Source: an optimization exercise on an open RTL-to-GDS flow (aim: small area and a short achievable clock period). Production flows keep margins and buffers that such runs may drop. At most, simulation tests tie the RTL to the original design; equivalence was not proved. Power and IR drop assume default switching activity.

==> cedar <==
==> flow/design.v (excerpt) <==
module classical_ctrl(
    input  logic        clk,
    input  logic        rst,
    input  logic [31:0] i_q_measurement,
    output logic        q_time_write,
    output logic        q_time_sel,
    output logic [1:0]  q_reg_write,
    output logic        q_slm,
    output logic        q_rot,
    output logic [31:0] q_inst,
    output logic [31:0] q_time_reg,
    output logic [4:0]  meas_rd_addr,
    output logic        pram_en,
    output logic        pram_rd_en,
    output logic [10:0] pram_addr,
    input  logic [31:0] instruction,
    output logic        dram_en,
    output logic        dram_rd_en,
    output logic        dram_wr_en,
    output logic [10:0] dram_addr,
    output logic [31:0] dram_din,
    input  logic [31:0] data_read,
    input  logic [31:0] start_sig,
    output logic [31:0] end_sig
);
    logic [6:0] op;
    logic [4:0] rd, rs1, rs2;
    assign op  = instruction[6:0];
    assign rd  = instruction[11:7];
    assign rs1 = instruction[19:15];
    assign rs2 = instruction[24:20];
    logic is_ldi, is_ldui, is_or, is_xor, is_and, is_not, is_add, is_sub;
    logic is_ld, is_st, is_cmp, is_fbr, is_fmr, is_br, is_jump, is_stop;
    logic is_qwait, is_qwaitr, is_smso, is_smsol, is_sito, is_sitol, is_rot;
    assign is_ldi    = (op == 7'b0101100);
    assign is_ldui   = (op == 7'b0010111);
    assign is_or     = (op == 7'b0011000);
    assign is_xor    = (op == 7'b0011001);
    assign is_and    = (op == 7'b0011010);
  ...
clock: 10.0 ns
lec_check: 0
cap_margin: 20
core_margin: 2
core_utilization: 40
place_density: 0.6
setup_slack_margin: 3.0
slew_margin: 20
synth_hierarchical: 1
synth_minimum_keep_size: 0
tns_end_percent: 100
standard.sh (not shown) runs the stock make flow with config.mk's settings and CLKGATE_MAP_FILE= SYNTH_SCRIPT=/design/flow/synth_recipe.tcl, a recipe that flattens the netlist after the stock synthesis.
==> flow/flow/run.sh <==
#!/bin/bash
# Standard ORFS layout with three changes: plain buffers (not delay cells) on
# the ports, a bit-sliced placement of the register file flip-flops before
# global placement (flow/place_regs.tcl), and clock tree synthesis without
# dummy loads.
set -euo pipefail
F="$(pwd)/flow"
export BUFFER_PORTS_ARGS="-buffer_cell sky130_fd_sc_hd__buf_1"
export PRE_GLOBAL_PLACE_SKIP_IO_TCL="$F/place_regs.tcl"
export POST_DETAIL_PLACE_TCL="$F/release_regs.tcl"
export CTS_ARGS="-sink_clustering_enable -repair_clock_nets -dont_use_dummy_load -buf_list sky130_fd_sc_hd__clkbuf_8 -sink_clustering_size 14 -sink_clustering_max_diameter 60"
bash standard.sh finish > standard_flow.log 2>&1
Other scripts of this flow, unchanged in this note and not shown: flow/flow/place_regs.tcl, flow/flow/release_regs.tcl
==> delta: changes against cedar <==
--- a/flow/design.v
+++ b/flow/design.v
@@ -870,61 +870,33 @@
     assign y = ~((a1 | a2) & b1);
 endmodule
 module cell_a222oi (input logic a1, a2, b1, b2, c1, c2, output logic y);
     assign y = ~((a1 & a2) | (b1 & b2) | (c1 & c2));
 endmodule
-module cell_a22oi (input logic a1, a2, b1, b2, output logic y);
-    assign y = ~((a1 & a2) | (b1 & b2));
-endmodule
-module rf_rport #(parameter bit TWO = 0, parameter int NDUP = 0) (
-    input  logic [991:0]  regs,
-    input  logic [4:0]    addr,
-    input  logic [4:0]    addr2,    
-    input  logic          sel2,
-    output logic [31:0]   data_n,
-    output logic [NDUP:0] dup_n     
+module rf_rport (
+    input  logic [991:0] regs,
+    input  logic [4:0]   addr,
+    output logic [31:0]  data_n
 );
+    logic [4:0] addr_n;
     logic [3:0] lo_n;
     logic [7:0] hi_n;
-    if (!TWO) begin : g_one
-        logic [4:0] addr_n;
-        for (genvar i = 0; i < 5; i++) begin : g_ainv
-            cell_inv u_inv (.a(addr[i]), .y(addr_n[i]));
-        end
-        for (genvar i = 0; i < 4; i++) begin : g_lo
-            cell_nand2 u_lo (
-                .a(i[0] ? addr[0] : addr_n[0]),
-                .b(i[1] ? addr[1] : addr_n[1]),
-                .y(lo_n[i]));
-        end
-        for (genvar i = 0; i < 8; i++) begin : g_hi
-            cell_nand3 u_hi (
-                .a(i[0] ? addr[2] : addr_n[2]),
-                .b(i[1] ? addr[3] : addr_n[3]),
-                .c(i[2] ? addr[4] : addr_n[4]),
-                .y(hi_n[i]));
-        end
-    end else begin : g_two
-        logic [4:0] a_n, b_n;
-        logic       s_n;
-        logic [3:0] ma_lo, mb_lo;
-        logic [7:0] ma_hi, mb_hi;
-        cell_inv u_sinv (.a(sel2), .y(s_n));
-        for (genvar i = 0; i < 5; i++) begin : g_ainv
-            cell_inv u_ia (.a(addr[i]),  .y(a_n[i]));
-            cell_inv u_ib (.a(addr2[i]), .y(b_n[i]));
-        end
-        for (genvar i = 0; i < 4; i++) begin : g_lo
-            cell_nor2 u_ma (.a(i[0] ? a_n[0] : addr[0]),  .b(i[1] ? a_n[1] : addr[1]),  .y(ma_lo[i]));
-            cell_nor2 u_mb (.a(i[0] ? b_n[0] : addr2[0]), .b(i[1] ? b_n[1] : addr2[1]), .y(mb_lo[i]));
-            cell_a22oi u_lo (.a1(s_n), .a2(ma_lo[i]), .b1(sel2), .b2(mb_lo[i]), .y(lo_n[i]));
-        end
-        for (genvar i = 0; i < 8; i++) begin : g_hi
-            cell_nor3 u_ma (.a(i[0] ? a_n[2] : addr[2]),  .b(i[1] ? a_n[3] : addr[3]),  .c(i[2] ? a_n[4] : addr[4]),  .y(ma_hi[i]));
-            cell_nor3 u_mb (.a(i[0] ? b_n[2] : addr2[2]), .b(i[1] ? b_n[3] : addr2[3]), .c(i[2] ? b_n[4] : addr2[4]), .y(mb_hi[i]));
-            cell_a22oi u_hi (.a1(s_n), .a2(ma_hi[i]), .b1(sel2), .b2(mb_hi[i]), .y(hi_n[i]));
-        end
+    for (genvar i = 0; i < 5; i++) begin : g_ainv
+        cell_inv u_inv (.a(addr[i]), .y(addr_n[i]));
+    end
+    for (genvar i = 0; i < 4; i++) begin : g_lo
+        cell_nand2 u_lo (
+            .a(i[0] ? addr[0] : addr_n[0]),
+            .b(i[1] ? addr[1] : addr_n[1]),
+            .y(lo_n[i]));
+    end
+    for (genvar i = 0; i < 8; i++) begin : g_hi
+        cell_nand3 u_hi (
+            .a(i[0] ? addr[2] : addr_n[2]),
+            .b(i[1] ? addr[3] : addr_n[3]),
+            .c(i[2] ? addr[4] : addr_n[4]),
+            .y(hi_n[i]));
     end
     logic [31:0] sel;
     assign sel[0] = 1'b0;
     for (genvar k = 1; k < 32; k++) begin : g_sel
         cell_nor2 u_sel (.a(lo_n[k % 4]), .b(hi_n[k / 4]), .y(sel[k]));
@@ -942,15 +914,11 @@
         cell_nand2 u_aoi10 (.a(regs[32*30 + b]), .b(sel[31]), .y(t_n[10]));
         cell_nand4 u_n0 (.a(t_n[0]), .b(t_n[1]), .c(t_n[2]),  .d(t_n[3]), .y(t[0]));
         cell_nand4 u_n1 (.a(t_n[4]), .b(t_n[5]), .c(t_n[6]),  .d(t_n[7]), .y(t[1]));
         cell_nand3 u_n2 (.a(t_n[8]), .b(t_n[9]), .c(t_n[10]), .y(t[2]));
         cell_nor3  u_o  (.a(t[0]), .b(t[1]), .c(t[2]), .y(data_n[b]));
-        if (b < NDUP) begin : g_dup
-            cell_nor3 u_od (.a(t[0]), .b(t[1]), .c(t[2]), .y(dup_n[b]));
-        end
     end
-    assign dup_n[NDUP] = 1'b0;
 endmodule
 module classical_ctrl(
     input  logic        clk,
     input  logic        rst,
     input  logic [31:0] i_q_measurement,
@@ -974,11 +942,11 @@
     input  logic [31:0] data_read,
     input  logic [31:0] start_sig,
     output logic [31:0] end_sig
 );
     logic [6:0] op;
-    logic [4:0] rd, rs1, rs2;
+    logic [4:0] rd, rs1, rs2, rsb;
     assign op  = instruction[6:0];
     assign rd  = instruction[11:7];
     assign rs1 = instruction[19:15];
     assign rs2 = instruction[24:20];
     logic is_ldi, is_ldui, is_or, is_xor, is_and, is_not, is_add, is_sub;
@@ -1005,26 +973,21 @@
     assign is_smso   = (op == 7'b1001000);
     assign is_smsol  = (op == 7'b1001010);
     assign is_sito   = (op == 7'b1001100);
     assign is_sitol  = (op == 7'b1001011);
     assign is_rot    = (op == 7'b1010011) || (op == 7'b1010100) || (op == 7'b1010101);
+    assign rsb = op[3] ? rs2 : instruction[16:12];
     logic [31:0]  regs [1:31];
     logic [991:0] regs_flat;
     logic [31:0]  ra_n, rb_n, ra, rb;
     logic [31:0]  wdata;
     logic         wen;
     for (genvar i = 1; i < 32; i++) begin : g_flat
         assign regs_flat[32*(i-1) +: 32] = regs[i];
     end
-    logic [11:0] ra_lo_n;    
-    logic        rb_dup;
-    rf_rport #(.TWO(0), .NDUP(11)) u_rport_a (
-        .regs(regs_flat), .addr(rs1), .addr2(5'b0), .sel2(1'b0),
-        .data_n(ra_n), .dup_n(ra_lo_n));
-    rf_rport #(.TWO(1), .NDUP(0)) u_rport_b (
-        .regs(regs_flat), .addr(instruction[16:12]), .addr2(rs2), .sel2(op[3]),
-        .data_n(rb_n), .dup_n(rb_dup));
+    rf_rport u_rport_a (.regs(regs_flat), .addr(rs1), .data_n(ra_n));
+    rf_rport u_rport_b (.regs(regs_flat), .addr(rsb), .data_n(rb_n));
     assign ra = ~ra_n;
     assign rb = ~rb_n;
     logic [31:0] wdata_r;
     assign wdata_r = rst ? 32'b0 : wdata;
     for (genvar i = 1; i < 32; i++) begin : g_reg
@@ -1098,11 +1061,11 @@
     end
     logic run;
     assign run = start_sig[0] & ~e_reg;
     logic [10:0] d_off;
     assign d_off = op[1] ? {instruction[30:25], instruction[11:7]} : instruction[30:20];
-    add_dram u_dadd (.a_n(ra_lo_n[10:0]), .b(d_off), .s(dram_addr));
+    add_dram u_dadd (.a_n(ra_n[10:0]), .b(d_off), .s(dram_addr));
     assign pram_en    = run;
     assign pram_rd_en = run;
     assign pram_addr  = target;
     assign dram_en    = run;
     assign dram_rd_en = run;
Settings changed: SETUP_SLACK_MARGIN 3.0 to 3.8, TNS_END_PERCENT 100 to 0.
==> qor summary <==
quantity                                                                  delta               cedar
Netlist area before placement                                       0.0467 mm^2         0.0470 mm^2
Signal inverters                                                            128                 122
Time the final worst path needs with I/O delays and setup               7240 ps             7350 ps
Run status                                     no timing/DRC/antenna violations  no timing/DRC/antenna violations
Critical Path Fanout Max                                                     21                  22
Largest incremental delay on the critical path                           460 ps              470 ps
Launch instance of the worst min-delay path                  f_ltu$_SDFFE_PP0N_  f_lts$_SDFFE_PP0N_
Number of DRC violations after detailed-routing iteration 0               13500               13821
Initial core utilization                                                  40.3%               40.4%
Antenna Cells                                                                21                  12
Total power draw                                                        8.95 mW             8.83 mW
Die Y                                                                    346 um              347 um
Startpoint-to-endpoint class of the critical path                     in -> reg           in -> out
Width of the die                                                         346 um              347 um
Met2 usage                                                                40.1%               39.3%
Fraction of area in multi-input gates                                     30.9%               31.2%
No functional check of the RTL was part of cedar.

[static timing again, ports no longer ideal]
Ports are ideal in the flow. The routed layouts listed here were re-timed in OpenROAD. Step 1 sets driving cells, clkbuf_16 on the clock port and buf_2 on the other inputs (assumed; they add their load-dependent delay and slew). Step 2 also shifts input and output timing later by t, the mid clock arrival at the registers, as if the neighbouring blocks saw the same clock. Slacks: ideal / step 1 / step 2; pairs: ideal / step 1.
run | t, ns | setup slack, ns | worst setup path at the end | latest minus earliest clock arrival (ns) | cell pins on the clock port's net
cedar | 0.823 | 2.645 / 2.603 / 1.937 | input to register | 0.115 / 0.116 | 1
delta | 0.858 | 2.761 / 2.804 / 1.947 | input to register | 0.113 / 0.113 | 1
After both steps setup and hold are still met in every run listed. For delta, which loses most, drivers alone change the setup slack by +0.043 ns; drivers and shift together by -0.814 ns.
